Source: an optimization exercise on an open RTL-to-GDS flow (aim: small area, a short achievable clock period and few clock cycles). Production flows keep margins and buffers that such runs may drop.
Function was not checked in any run shown here: the RTL went through the layout flow alone.
Power is estimated from default activity; no workload was simulated.

==> flow/design.v, too long to show whole: its modules and the start of the top module <==
// module M1: 990 lines
module M1 (
   input  logic         Clock,
   input  logic         Resetn,
   input  logic         start,
   output logic         done,
   input  logic  [15:0] SRAM_read_data,
   output logic  [17:0] SRAM_address,
   output logic  [15:0] SRAM_write_data,
   output logic         SRAM_we_n
);
  // ...
==> flow/run.sh <==
#!/bin/bash
# synth_recipe.tcl (not shown) runs the flow's synth.tcl, then flattens the netlist and writes it again
# the make line also repeats each setting of config.mk as NAME=value (left out here)
make -C /OpenROAD-flow-scripts/flow DESIGN_CONFIG=/design/flow/config.mk WORK_HOME=/design/flow/orfs CLKGATE_MAP_FILE= SYNTH_SCRIPT=/design/flow/synth_recipe.tcl finish
==> flow/config.mk <==
export PLATFORM = sky130hd
export DESIGN_NAME = M1
export DESIGN_NICKNAME = M1
export VERILOG_FILES = /design/flow/design.v
export SDC_FILE = /design/flow/constraint.sdc
export NUM_CORES = 4
export LEC_CHECK = 0
export ABC_CLOCK_PERIOD_IN_PS = 4000
export CAP_MARGIN = 20
export CORE_MARGIN = 2
export CORE_UTILIZATION = 55
export SETUP_SLACK_MARGIN = 5
export SLEW_MARGIN = 20
==> flow/constraint.sdc <==
create_clock -name core_clock -period 14.0 [get_ports {Clock}]
set_input_delay 2.8000 -clock core_clock [delete_from_list [all_inputs] [get_ports {Clock}]]
set_output_delay 2.8000 -clock core_clock [all_outputs]
set_load 0.01 [all_outputs]
==> impl_results.md, run 1 <==
- Status: complete, no violations
- Met3 usage: 3.23%
- Slew @ Worst Pin: 1.04 ns
- Hold Buf Count CTS: 0
- Largest regs: win: 160 flops, SRAM_address: 18 flops, WP: 18 flops
- Max Used Layer: met4
- Clkbuf count: 47
- CP Class: reg -> reg
- Normalized max-slew margin: 30.9%
- Total clock network power: 1.00 mW
- Sequential cell area: 9890 sq um
- CP max stage cell: fa_1
- Logic inverters: 507
- Synth area leaders: edfxtp_1, fa_1, ha_1, inv_1, dfxtp_1
- Net Sw Frac: 20.1%
- Gate Count Post-Synth: 2304
- Via count of the first global-routing pass: 17364
- HP Class: reg -> reg
- Clk sinks: 346
- CTS tree: yes
- Vias per std cell: 5.54
- Global route hottest layer: met2
- Clock transition at path regs: 0.07 ns
- Compound-Gate Fraction of Synth Area: 9.39%
- First-pass GRT wire length: 96000 microns
- M2 GR Usage: 41.6%
==> run 2, diff against run 1 <==
--- a/flow/design.v
+++ b/flow/design.v
@@ -23,17 +23,17 @@
 logic [17:0] WP;         
 logic [7:0]  win [0:19];
 logic [15:0] UB;
 logic [7:0]  VB;
 logic [15:0] Yr;
 logic [7:0]  Up, Vp, B0h;
 logic [8:0]  fs0, fs1, fs2, fs3, fs4;
 logic [9:0]  fs24;
-logic [21:0] Fs;
+logic [21:0] Fs, FrowA, FrowB, FrA, FrB;
 logic [7:0]  Fc;
 assign fs0 = {1'b0, win[0]} + {1'b0, win[18]};
 assign fs1 = {1'b0, win[2]} + {1'b0, win[16]};
 assign fs2 = {1'b0, win[4]} + {1'b0, win[14]};
 assign fs3 = {1'b0, win[6]} + {1'b0, win[12]};
 assign fs4 = {1'b0, win[8]} + {1'b0, win[10]};
 assign fs24 = {1'b0, fs2} + {1'b0, fs4};
 logic [8:0]  nfs0, nfs1, nfs3, nfs4;
@@ -240,17 +240,23 @@
 assign fl183 = fl149 ^ fl148 ^ 1'b1;
 assign fl184 = (fl149 & fl148) | (1'b1 & (fl149 ^ fl148));
 assign fl185 = fl151 ^ fl150 ^ 1'b1;
 assign fl186 = (fl151 & fl150) | (1'b1 & (fl151 ^ fl150));
 assign fl187 = fs4[7] ^ fl122 ^ fl152;
 assign fl188 = (fs4[7] & fl122) | (fl152 & (fs4[7] ^ fl122));
 assign fl189 = fs4[8] ^ 1'b1;
 assign fl190 = fs4[8] & 1'b1;
-assign Fs = {1'b1, 1'b1, fl189, fl187, fl185, fl183, fl181, fl179, fl177, fl175, fl173, fl171, fl169, fl167, fl165, fl163, fl161, fl159, fl157, fl155, fl153, nfs24[0]} + {1'b0, fl190, fl188, fl186, fl184, fl182, fl180, fl178, fl176, fl174, fl172, fl170, fl168, fl166, fl164, fl162, fl160, fl158, fl156, fl154, 1'b1, 1'b1};
+assign FrowA = {1'b1, 1'b1, fl189, fl187, fl185, fl183, fl181, fl179, fl177, fl175, fl173, fl171, fl169, fl167, fl165, fl163, fl161, fl159, fl157, fl155, fl153, nfs24[0]};
+assign FrowB = {1'b0, fl190, fl188, fl186, fl184, fl182, fl180, fl178, fl176, fl174, fl172, fl170, fl168, fl166, fl164, fl162, fl160, fl158, fl156, fl154, 1'b1, 1'b1};
+always_ff @(posedge Clock) begin
+   FrA <= FrowA;
+   FrB <= FrowB;
+end
+assign Fs = FrA + FrB;
 assign Fc = Fs[21] ? 8'h00 : Fs[20] ? 8'hFF : Fs[19:12];
 logic        odd_sel;
 logic [7:0]  Yi, Ui, Vi;
 logic [24:0] Rs, Gs;
 logic [25:0] Bs;
 logic [7:0]  Rc, Gc, Bc;
 always_ff @(posedge Clock) begin
    Yi <= odd_sel ? Yr[7:0] : Yr[15:8];
@@ -823,41 +829,41 @@
 logic [2:0] sh;
 logic ub_ld, vb_ld, y_ld, up_ld, vp_ld;
 always_comb begin
    sh = SH_NONE;
    ub_ld = 1'b0; vb_ld = 1'b0; y_ld = 1'b0; up_ld = 1'b0; vp_ld = 1'b0;
    odd_sel = 1'b1;
    if (run) begin
       case (ph)
-         3'd0: odd_sel = 1'b0;
+         3'd0: begin odd_sel = 1'b0; vp_ld = 1'b1; end
          3'd2: begin
             if (mc == 7'd96) begin               
                sh = SH_BUS; ub_ld = 1'b1;
             end else if (!m_odd && m <= 7'd88 && !m_neg) begin
                sh = SH_BUS; vb_ld = 1'b1;
             end else if (m_odd && (m_neg || m <= 7'd89)) begin
                sh = SH_VB;
             end else
                sh = SH_CLAMP;
             if (m_odd && (m_neg || m <= 7'd87)) ub_ld = 1'b1;
          end
          3'd3: begin
-            y_ld = 1'b1; up_ld = 1'b1;
+            y_ld = 1'b1;
             if (mc == 7'd96) begin               
                sh = SH_BUS; vb_ld = 1'b1;
             end else if (m_odd && (m_neg || m <= 7'd87))
                sh = SH_UBH;
             else if (!m_odd && m <= 7'd88)
                sh = SH_UBL;
             else
                sh = SH_CLAMP;
          end
          3'd4: begin
-            vp_ld = 1'b1;
+            up_ld = 1'b1;
             if (mc == 7'd96) sh = SH_CLAMP;      
          end
          default: ;
       endcase
    end else if (fill) begin
       case (fo)
          5'd2:  begin sh = SH_BUS; ub_ld = 1'b1; end    
          5'd3:  begin sh = SH_BUS; vb_ld = 1'b1; end    
==> run 2 against run 1 <==
Synthesized cell count grew 3.0%. Fmax grew 24%. Setup slack gained 1.6 ns. First-iteration DRC count grew 7.5%. Largest power group unchanged. Wire length grew 0.75%. Non-clock buffer count is the same. Largest cell class unchanged. Sequential power grew 9.9%. Utilization grew 0.41 points. Critical endpoint is now SRAM_write_data[13].
==> impl_results.md, run 2 <==
- Hold path cells: 0
- Remaining DRCs: 0
- Hold Worst Slack: 0.406 ns
- Setup crit start kind: flip-flop
- FF-to-FF path depth: 19
- Commonest non-fill, non-tap cell in the layout: inv_1
- Core Region: 47800 sq um
- Leakage: 13.0 nW
- Setup TNS: 0 ns
- Comb pwr share: 0.4%
- Maximum vdd ir drop: 95.6 uV
- Pwr/cell area: 80.0 nW/um^2
- Setup WS post-layout: 7.14 ns
- Sequential fraction of the synthesis area: 39.9%
- Dpl hpwl: 47900 microns
- Crit Reg-Reg Startpoint: Yi[1]
- Cts bufs inserted: 43
- Clk network pwr share: 47.8%
- M2 GR Usage: 39.7% (-1.9 points)
- Placement Setup Slack: 7.19 ns
- Normalized max-slew margin: 25.9% (-5.0 points)
- Met3 usage: 3.66% (+0.43 points)
- Yosys reg bits: 385
- Final Slew Violations: 0
- Net Count, Synth: 2888
- Slew @ Worst Pin: 1.11 ns (+0.0707 ns)
- Vias per std cell: 5.49 (-0.88%)
- Share of flip-flops with an asynchronous set or reset: 1.04%
- Initial Util: 55.9%
- Global route hottest layer: met2
- CTS Buffer Depth: 3
- Req. time, crit path: 14.50 ns
- Final worst-path cycle share: 49.0%
- Largest Register: win
- Ys Warns: 2
- Max FFs per register: 160
- Synth area leaders: edfxtp_1, fa_1, ha_1, inv_1, dfxtp_1
- Worst path cell trace: inv_1 > fa_1 > ha_1 > fa_1 > inv_1 > fa_1 > inv_1 > fa_1 > fa_1 > inv_1 > ha_1 > o21ai_0 > a21oi_1 > a2111oi_0 > a21oi_1 > o41ai_1 > xnor2_1 > nand2_1 > o211ai_1
- Grt ovf: 0
- Root Buffer: clkbuf_16
- Die area: 50400 sq um
- Status: complete, no violations
- First-pass GRT wire length: 97400 microns (+1.4%)
- HP Class: reg -> reg
- Clk sinks: 385 (+11%)
- Global-route usage over all layers: 25.2%
- Gate Count Post-Synth: 2373 (+3.0%)
- Most numerous cell in the Yosys netlist: inv_1
- Critical register-to-register path endpoint: SRAM_write_data[13]
- Nets@finish: 2961
- R2r setup slk: 7.14 ns
- CTS tree: yes
- Worst stage delay on the critical path: 0.82 ns
- Fmax: 0.146 GHz
- Hold EP: win[8][3]
- Synth area leader: edfxtp_1
- Die Span Y: 224 microns
- Top FF cell, synth: edfxtp_1
- CP max stage cell: a2111oi_0
- Mapped Area: 26700 sq um
- Setup repair after global routing missed its margin: no
- DRT Wirelength: 60700 microns
- Most frequent cells in the layout: inv_1, edfxtp_1, fa_1, ha_1, nand2_1
- Count of input and output buffers: 54
- Drt first pass iters: 8
- CP Class: reg -> reg
- Most common library cells after synthesis: inv_1, edfxtp_1, fa_1
- Largest regs: win: 160 flops, FrA: 20 flops, FrB: 19 flops
- Setup Fix Bufs, Post-CTS: 0
- CP Max Fanout: 6
- EDFF count, synth: 294
- Hold Vio Cnt, Final: 0
- Hold Buf Count CTS: 0 (unchanged)
- Skew-Pair Late Insertion Delay: 0.58 ns
- Sequential power share: 51.7%
- H-tree depth: 2
- Net Sw Frac: 20.2% (+0.064 points)
- Fin crit period: 6.86 ns
- CP Capture Type: flip-flop
- Vias post-DR: 16987
- Initial antenna violation count: 2
- Worst Path Arrival: 7.36 ns
- Fin Clk Skew: 0.0346 ns
- Die width: 224 microns
- Post-route ant nets: 0
- Fraction of layout cells with a size suffix above 1: 5.40%
- Routability congestion estimate: 0.921
- Area delta synth->final: 10.1%
- Met1 Usage GRT: 37.2%
- Cell Int Power: 1.88 mW
- Hold Path Origin: win[9][3]
- Final setup fails: 0
- WP buf/inv: 4
- Clock transition at path regs: 0.06 ns (about the same)
- Net switching power figure: 0.475 mW
- Cell variety after synth: 83
- Most frequent CP cell: fa_1
- Wire length per cell: 19.6 microns
- Largest net degree at the start of global routing: 58
- Fin util: 61.5%
- Crit path max-delay family: adder cells
- Cell row count: 80
- IO Count: 55
- # resized after CTS: 0
- Share of the synthesized area in the top cell type: 33.0%
- Max Cap Viol: 0
- Via count of the first global-routing pass: 17510 (+0.84%)
- DRT iter0 DRCs: 1172
- Synthesized area per cell: 11.3 sq um
run 2: cell count changes in the layout (fill, tap and decap cells not counted), moves of 8 or more:
cell       delta
a32o_1        -9
inv_1        +29
o21ai_1      -12
nand2_1      +18
o2bb2ai_1     -9
nor2_1       -14
mux2i_1      -12
o21bai_1      +8
nor3_1       +12
o21a_1       -10
dfxtp_1      +39
run 2: area by class of cell:
type	instances	area, sq um
antenna	1	2.50
clock inverter	24	219
sequential	385	10700
tap	615	769
inverter	536	2010
multi-input combinational	1413	13900
fill	3940	18400
clock buffer	55	1180
timing repair buffer	67	638
run 2: kinds of logic (layout without fill, tap and decap cells):
logic type	count (synthesis)	after routing	share of synthesized area (%)
buffers and inverters	575	682	8.13
adder cells (fa/ha/maj)	502	502	30.7
AND/OR/NAND/NOR	404	404	7.06
flip-flops	385	385	39.9
AO/OA/AOI/OAI	371	371	9.43
XOR/XNOR	98	98	3.24
multiplexers	38	38	1.55
other	0	1	0
run 2: worst max path at each step:
stage,cells past startpoint,endpoint,from
3_5_place_dp,19,SRAM_write_data[13],Yi[1]
5_1_grt,19,SRAM_write_data[3],Yi[1]
3_3_place_gp,19,SRAM_write_data[4],Yi[1]
2_1_floorplan,11,win[0][0],mc[0]
4_1_cts,19,SRAM_write_data[12],Yi[1]
6_report,19,SRAM_write_data[13],Yi[1]
run 2: per-layer routing:
metal  share of wire, %  vias to the layer above
li1                   -                     8078
met5              0.021                        -
met4                1.9                        2
met1                 47                     8492
met3                4.7                       73
met2                 46                      342
run 2: through the flow:
step	std cells	power (mW)	area (sq um)
after detailed placement	3016	1.25	28000
after global routing	3095	2.43	29400
after floorplan	2373	1.24	26700
after CTS	3095	2.38	29400
final	3096	2.35	29400
after global placement	3016	1.25	28000
run 2: power groups by stage:
stage | clock network, mW | registers (mW) | logic (mW)
2_1_floorplan | 0 | 1.24 | 0.00258
3_3_place_gp | 0 | 1.24 | 0.00993
3_5_place_dp | 0 | 1.24 | 0.0103
4_1_cts | 1.15 | 1.22 | 0.0103
5_1_grt | 1.20 | 1.22 | 0.0111
6_report | 1.13 | 1.22 | 0.0102
==> run 3, diff against run 2 <==
==> flow/flow/run.sh (new file) <==
#!/bin/bash
set -euo pipefail
bash standard.sh SETUP_SLACK_MARGIN=9 finish > standard_make.log 2>&1
==> flow/standard.sh (new file) <==
#!/bin/bash
# synth_recipe.tcl (not shown) runs the flow's synth.tcl, then flattens the netlist and writes it again
# the make line also repeats each setting of config.mk as NAME=value (left out here)
make -C /OpenROAD-flow-scripts/flow DESIGN_CONFIG=/design/flow/config.mk WORK_HOME=/design/flow/orfs CLKGATE_MAP_FILE= SYNTH_SCRIPT=/design/flow/synth_recipe.tcl "${@:-finish}"
removed: flow/run.sh
==> run 3 against run 2 <==
Die area is the same. Flip-flop and latch count is the same. Critical endpoint is now FrA[9]. Largest power group unchanged. Area after synthesis is the same. First-iteration DRC count grew 4.6%. Largest cell class unchanged.
==> impl_results.md, run 3 <==
- Status: complete, no violations
- Pwr/cell area: 74.9 nW/um^2 (-6.5%)
- First-pass GRT wire length: 100000 microns (+3.1%)
- Die area: 50400 sq um (unchanged)
- Via count of the first global-routing pass: 18352 (+4.8%)
- Post-route ant nets: 0 (unchanged)
- Cell row count: 80 (unchanged)
- Fin Clk Skew: 0.0289 ns (-0.00570 ns)
- Area delta synth->final: 18.0%
- Mapped Area: 26700 sq um (unchanged)
- Sequential fraction of the synthesis area: 39.9% (unchanged)
- Slew @ Worst Pin: 1.25 ns (+0.143 ns)
- CTS Buffer Depth: 3 (unchanged)
- Skew-Pair Late Insertion Delay: 0.58 ns (about the same)
- Most numerous cell in the Yosys netlist: inv_1
- Net Count, Synth: 2888 (unchanged)
- Wire length per cell: 20.1 microns (+2.6%)
- Met3 usage: 3.47% (-0.18 points)
- Fmax: 0.169 GHz (+16%)
- HP Class: reg -> reg
- Ys Warns: 2 (unchanged)
- Clk sinks: 385 (unchanged)
- Remaining DRCs: 0 (unchanged)
- Final setup fails: 0 (unchanged)
- Hold Vio Cnt, Final: 0 (unchanged)
- Hold path cells: 0 (unchanged)
- Normalized max-slew margin: 16.5% (-9.4 points)
- Global route hottest layer: met2
- CTS tree: yes
- Share of the synthesized area in the top cell type: 33.0% (unchanged)
- Synthesized area per cell: 11.3 sq um (unchanged)
- Synth area leaders: edfxtp_1, fa_1, ha_1, inv_1, dfxtp_1
- Initial Util: 55.9% (unchanged)
- Root Buffer: clkbuf_16
- Vias post-DR: 17641 (+3.9%)
- Final worst-path cycle share: 42.3% (-6.7 points)
- Largest net degree at the start of global routing: 82 (+41%)
- H-tree depth: 2 (unchanged)
- Maximum vdd ir drop: 95.7 uV (about the same)
- Max Cap Viol: 0 (unchanged)
- IO Count: 55 (unchanged)
- Hold Buf Count CTS: 0 (unchanged)
- Grt ovf: 0 (unchanged)
- FF-to-FF path depth: 22 (+3)
- Commonest non-fill, non-tap cell in the layout: inv_1
- EDFF count, synth: 294 (unchanged)
- Final Slew Violations: 0 (unchanged)
- Worst Path Arrival: 6.36 ns (-1.00 ns)
- Cts bufs inserted: 42 (-2.3%)
- Setup WS post-layout: 8.07 ns (+0.938 ns)
- Largest regs: win: 160 flops, FrA: 20 flops, FrB: 19 flops
- Fillers: 3677 (-6.7%)
- CP Class: reg -> reg
- Req. time, crit path: 14.44 ns (-0.06 ns)
- Max FFs per register: 160 (unchanged)
- Count of input and output buffers: 54 (unchanged)
- Drt first pass iters: 5 (-3)
- Synth area leader: edfxtp_1
- Top FF cell, synth: edfxtp_1
- Setup repair after global routing missed its margin: yes
- Most frequent cells in the layout: inv_1, edfxtp_1, fa_1, ha_1, nand2_1
- Global-route usage over all layers: 26.0% (+0.83 points)
- DRT iter0 DRCs: 1226 (+4.6%)
- Die width: 224 microns (unchanged)
- Largest Register: win
- Met1 Usage GRT: 36.7% (-0.47 points)
- Most common library cells after synthesis: inv_1, edfxtp_1, fa_1
- Dpl hpwl: 48500 microns (+1.4%)
- Vias per std cell: 5.54 (+0.98%)
- Placement Setup Slack: 7.96 ns (+0.761 ns)
- Nets@finish: 3052 (+3.1%)
- Initial antenna violation count: 1 (-1)
- Die Span Y: 224 microns (unchanged)
- Share of flip-flops with an asynchronous set or reset: 1.04% (unchanged)
- CP Max Fanout: 3 (-3)
- M2 GR Usage: 42.4% (+2.7 points)
- DRT Wirelength: 64100 microns (+5.6%)
- Setup crit start kind: flip-flop
- CP Capture Type: flip-flop
- Yosys reg bits: 385 (unchanged)
- Fin crit period: 5.93 ns (-0.938 ns)
- Cell variety after synth: 83 (unchanged)
- Gate Count Post-Synth: 2373 (unchanged)
- Leakage: 13.5 nW (+4.3%)
- Setup TNS: 0 ns (unchanged)
- Core Region: 47800 sq um (unchanged)
- Clock transition at path regs: 0.06 ns (about the same)
- Routability congestion estimate: 0.911 (-1.0%)
- Fraction of layout cells with a size suffix above 1: 17.2% (+12 points)
==> run 3: cell counts after synthesis <==
No cell type changed its count.
==> run 3: layer usage <==
| metal | part of all wire [%] | wire length (microns) | up-vias |
|---|---|---|---|
| li1 | - | - | 8282 |
| met1 | 45 | 29100 | 8836 |
| met2 | 47 | 30300 | 418 |
| met3 | 4.6 | 2930 | 105 |
| met4 | 2.8 | 1770 | 0 |
| met5 | 0 | 0 | - |
==> run 3: logic make-up (layout without fill, tap and decap cells) <==
kind of cell               after synthesis  count (layout)  synth area share [%]
AOI/OAI and AO/OA                      371             371                  9.43
xor gates and xnor gates                98              98                  3.24
adders and majority gates              502             502                  30.7
buffers and inverters                  575             770                  8.13
DFF                                    385             385                  39.9
muxes                                   38              38                  1.55
other                                    0               1                     0
and+or+nand+nor                        404             404                  7.06
==> run 3: worst paths after layout <==
kind	slack (ns)	startpoint	to
worst min-delay path	0.41	win[9][7]	win[8][7]
worst min register to register	0.41	win[9][7]	win[8][7]
worst max register to register	8.07	win[8][1]	FrA[9]
worst max-delay path	8.07	win[8][1]	FrA[9]
min in group asynchronous	2.43	Resetn	state[1]
max in group asynchronous	11.33	Resetn	SRAM_we_n
==> run 3: worst max-delay path: stages (launching register included) <==
cell and delay [ns]:
edfxtp_1 0.44, buf_4 0.18, fa_2 0.58, inv_2 0.04, fa_1 0.47, inv_1 0.05, ha_2 0.19, fa_2 0.34
a21oi_2 0.17, nor2_2 0.05, nor2_1 0.15, o21bai_1 0.11, a21oi_2 0.18, o21bai_1 0.08, a21o_1 0.20, inv_2 0.07
fa_1 0.42, fa_1 0.51, inv_2 0.04, fa_1 0.54, inv_2 0.04, fa_2 0.55, fa_2 0.41
==> run 3: final cells by class <==
class / instances / area (sq um) / share of cell area (%)
Antenna cell: 1 / 2.50 / 0.00793
Clock buffer: 58 / 1170 / 3.72
Clock inverter: 17 / 240 / 0.762
Inverter: 536 / 2050 / 6.49
Multi-Input combinational cell: 1413 / 15200 / 48.1
Sequential cell: 385 / 10700 / 33.9
Tap cell: 615 / 769 / 2.44
Timing Repair Buffer: 159 / 1440 / 4.57
==> run 3: where the power goes <==
| group | internal, mW | total, mW | switching [mW] |
|---|---|---|---|
| sequential | 1.22 | 1.22 | 0.000655 |
| combinational | 0.00620 | 0.0101 | 0.00388 |
| clock | 0.680 | 1.13 | 0.455 |
==> run 3: per-stage QoR <==
stage                     cells  util, %  power [mW]  area [sq um]  hold slack (ns)
after floorplan            2373        -        1.24         27100            0.400
after global placement     3015     59.3        1.25         28400            0.400
after detailed placement   3015     59.3        1.25         28400            0.405
after CTS                  3142     64.2        2.39         30700            0.402
after global routing       3183     65.9        2.43         31500            0.408
final                      3184     65.9        2.36         31500            0.413
==> run 3: what timing repair did <==
item                       4_1_cts  5_1_grt
pin swaps                       75       93
buffers inserted                52       40
gates resized for setup        127      113
setup endpoints to repair      183      103
==> run 4, diff against run 3 <==
==> flow/flow/run.sh (replaced) <==
#!/bin/bash
set -euo pipefail
bash standard.sh SETUP_SLACK_MARGIN=7 finish > standard_make.log 2>&1
==> run 4 against run 3 <==
Final cell count shrank 2.7%. Critical path type unchanged. Die area did not move. Largest cell class unchanged. Via count is 3.2% lower. Still clean. Total power increased by 0.21%. Global-route usage decreased by 0.67 points. Register-to-register slack worse by 0.62 ns.
==> impl_results.md, run 4 <==
- Initial Util: 55.9% (unchanged)
- Drt first pass iters: 7 (+2)
- Synth area leader: edfxtp_1
- Status: complete, no violations
- Setup TNS: 0 ns (unchanged)
- Root Buffer: clkbuf_16
- Mapped Area: 26700 sq um (unchanged)
- Max Cap Viol: 0 (unchanged)
- CTS tree: yes
- Most frequent cells in the layout: inv_1, edfxtp_1, fa_1, ha_1, nand2_1
- Share of the synthesized area in the top cell type: 33.0% (unchanged)
- Fraction of layout cells with a size suffix above 1: 5.48% (-12 points)
- Cell variety after synth: 83 (unchanged)
- Count of input and output buffers: 54 (unchanged)
- Placement Setup Slack: 7.25 ns (-0.704 ns)
- Setup repair after global routing missed its margin: no
- CTS Buffer Depth: 3 (unchanged)
- Core Region: 47800 sq um (unchanged)
- Die width: 224 microns (unchanged)
- Skew-Pair Late Insertion Delay: 0.57 ns (about the same)
- Sequential fraction of the synthesis area: 39.9% (unchanged)
- Setup Fix Bufs, Post-CTS: 0 (-100%)
- Most common library cells after synthesis: inv_1, edfxtp_1, fa_1
- Vias per std cell: 5.51 (-0.49%)
- Hold Path Origin: win[11][4]
- Yosys reg bits: 385 (unchanged)
- Final worst-path cycle share: 46.8% (+4.4 points)
- First-pass GRT wire length: 97400 microns (-3.0%)
- Normalized max-slew margin: 23.1% (+6.7 points)
- Setup crit start kind: flip-flop
- Worst Path Arrival: 7.03 ns (+0.67 ns)
- Max FFs per register: 160 (unchanged)
- IO Count: 55 (unchanged)
- Largest regs: win: 160 flops, FrA: 20 flops, FrB: 19 flops
- Routability congestion estimate: 0.909 (-0.25%)
- Leakage: 13.0 nW (-4.0%)
- Commonest non-fill, non-tap cell in the layout: inv_1
- Largest Register: win
- Top FF cell, synth: edfxtp_1
- Post-Place Cells: 3017 (+0.066%)
- Area delta synth->final: 10.2%
- Fin crit period: 6.55 ns (+0.623 ns)
- Remaining DRCs: 0 (unchanged)
- Synthesized area per cell: 11.3 sq um (unchanged)
- Die area: 50400 sq um (unchanged)
- Ys Warns: 2 (unchanged)
- CP Class: reg -> reg
- H-tree depth: 2 (unchanged)
- Slew @ Worst Pin: 1.15 ns (-0.102 ns)
- Nets@finish: 2962 (-2.9%)
- Hold Worst Slack: 0.409 ns (-0.00411 ns)
- Cts bufs inserted: 43 (+2.4%)
- Post-route ant nets: 0 (unchanged)
- Req. time, crit path: 14.48 ns (+0.04 ns)
- Most numerous cell in the Yosys netlist: inv_1
- Initial antenna violation count: 2 (+1)
- Fin Clk Skew: 0.0252 ns (-0.00373 ns)
- Dpl hpwl: 47900 microns (-1.4%)
- Maximum vdd ir drop: 93.1 uV (-2.7%)
- CP Max Fanout: 10 (+7)
- Pwr/cell area: 80.3 nW/um^2 (+7.3%)
- Grt ovf: 0 (unchanged)
- DRT iter0 DRCs: 1291 (+5.3%)
- Wire length per cell: 19.7 microns (-2.1%)
- Hold Vio Cnt, Final: 0 (unchanged)
- Share of flip-flops with an asynchronous set or reset: 1.04% (unchanged)
- Net Count, Synth: 2888 (unchanged)
- Post-Layout Cell Count: 3098 (-2.7%)
- HP Class: reg -> reg
- DRT Wirelength: 61100 microns (-4.8%)
- Fmax: 0.153 GHz (-9.5%)
- Largest net degree at the start of global routing: 93 (+13%)
- Synth area leaders: edfxtp_1, fa_1, ha_1, inv_1, dfxtp_1
- Final setup fails: 0 (unchanged)
- Crit path launch: Yi[7]
- Final Slew Violations: 0 (unchanged)
- Global-route usage over all layers: 25.3% (-0.67 points)
- CP Capture Type: flip-flop
- Via count of the first global-routing pass: 17612 (-4.0%)
- EDFF count, synth: 294 (unchanged)
- Setup WS post-layout: 7.45 ns (-0.623 ns)
- Clock transition at path regs: 0.06 ns (about the same)
- Gate Count Post-Synth: 2373 (unchanged)
- Vias post-DR: 17080 (-3.2%)
- Cell row count: 80 (unchanged)
- Crit Reg-Reg Startpoint: Yi[7]
- Die Span Y: 224 microns (unchanged)
- Clk sinks: 385 (unchanged)
run 4: cell counts after synthesis:
No cell type changed its count.
run 4: through the flow:
stage               util, %  power, mW  area (sq um)
floorplan                 -       1.24         26700
global placement       58.5       1.25         28000
detailed placement     58.6       1.25         28000
CTS                    61.5       2.40         29400
global route           61.6       2.44         29500
finish                 61.6       2.37         29500
run 4: power breakdown:
part	leakage (nW)	switching [mW]	internal [mW]	total (mW)
registers	3.62	0.000545	1.22	1.22
clock network	0.707	0.470	0.668	1.14
logic	8.68	0.00384	0.00621	0.0101
run 4: logic make-up (layout without fill, tap and decap cells):
logic type,count (synthesis),count (layout),synth area share [%]
buffers and inverters,575,683,8.13
flip-flops,385,385,39.9
multiplexers,38,38,1.55
AO/OA/AOI/OAI,371,371,9.43
XOR/XNOR,98,98,3.24
adder cells (fa/ha/maj),502,502,30.7
other,0,2,0
AND/OR/NAND/NOR,404,404,7.06
run 4: worst paths after layout:
check / slack [ns] / depth (start not counted) / end
min in group asynchronous: 2.45 / 1 / done
worst min register to register: 0.41 / 0 / win[10][4]
worst max-delay path: 7.45 / 20 / SRAM_write_data[4]
worst min-delay path: 0.41 / 0 / win[10][4]
worst max register to register: 7.45 / 20 / SRAM_write_data[4]
max in group asynchronous: 11.31 / 1 / SRAM_we_n
run 4: final cells by class:
| type | instances | area, sq um |
|---|---|---|
| fillers | 3942 | 18400 |
| multi-input cells | 1413 | 13900 |
| flip-flops and latches | 385 | 10700 |
| inverters | 536 | 2010 |
| clock buffers | 52 | 1150 |
| well taps | 615 | 769 |
| repair buffers | 68 | 649 |
| clock inverters | 27 | 270 |
| diodes | 2 | 5.00 |
run 4: metal layers:
layer	share of wire (%)	GRT usage, %
met1	46	36.2
met2	45	39.5
met3	6.3	4.77
met4	2.8	7.69
met5	0	0
run 4: what timing repair did:
item,in CTS,in global routing
setup endpoints to repair,0,14
gates resized for setup,0,3
hold buffers,0,0
hold endpoints to repair,0,0
run 4: critical path, stage by stage, from the launching register on:
cell and delay (ns):
dfxtp_1 0.64, ha_1 0.38, fa_1 0.53, inv_1 0.05
ha_1 0.32, inv_1 0.11, fa_1 0.47, fa_1 0.52
inv_1 0.06, fa_1 0.52, inv_1 0.05, fa_1 0.47
ha_1 0.37, a21oi_1 0.25, nor2b_1 0.07, o21ai_0 0.18
a21oi_1 0.13, a221oi_1 0.39, xnor2_1 0.41, o21ai_0 0.30
o221ai_1 0.24

-- port drivers added, routing unchanged --
The results above use ideal ports. As a check the final layouts listed here were re-extracted and re-timed, cells and wires unchanged.
Step 1 (the two cells are an assumption about what drives the block):
set clk [get_ports {Clock}]
set_driving_cell -lib_cell sky130_fd_sc_hd__clkbuf_16 $clk
set_driving_cell -lib_cell sky130_fd_sc_hd__buf_2 [delete_from_list [all_inputs] $clk]
Step 2 moves the port delays by t, midway between the first and last clock arrival at a register: inputs arrive t later, outputs are due t later. That takes back most of the time a late clock gives input paths.
Three values: no drivers, after step 1, after step 2; two values: the first two.
run | t, ns | setup slack, ns | hold slack, ns | latest minus earliest clock arrival (ns)
run 1 | 0.611 | 5.521 / 5.521 / 5.521 | 0.412 / 0.412 / 0.412 | 0.012 / 0.012
run 2 | 0.623 | 7.136 / 7.136 / 7.136 | 0.406 / 0.406 / 0.406 | 0.035 / 0.036
run 3 | 0.621 | 8.075 / 8.075 / 8.075 | 0.413 / 0.413 / 0.413 | 0.035 / 0.035
run 4 | 0.621 | 7.452 / 7.452 / 7.452 | 0.409 / 0.409 / 0.409 | 0.025 / 0.026
After both steps every run listed still meets setup and hold.
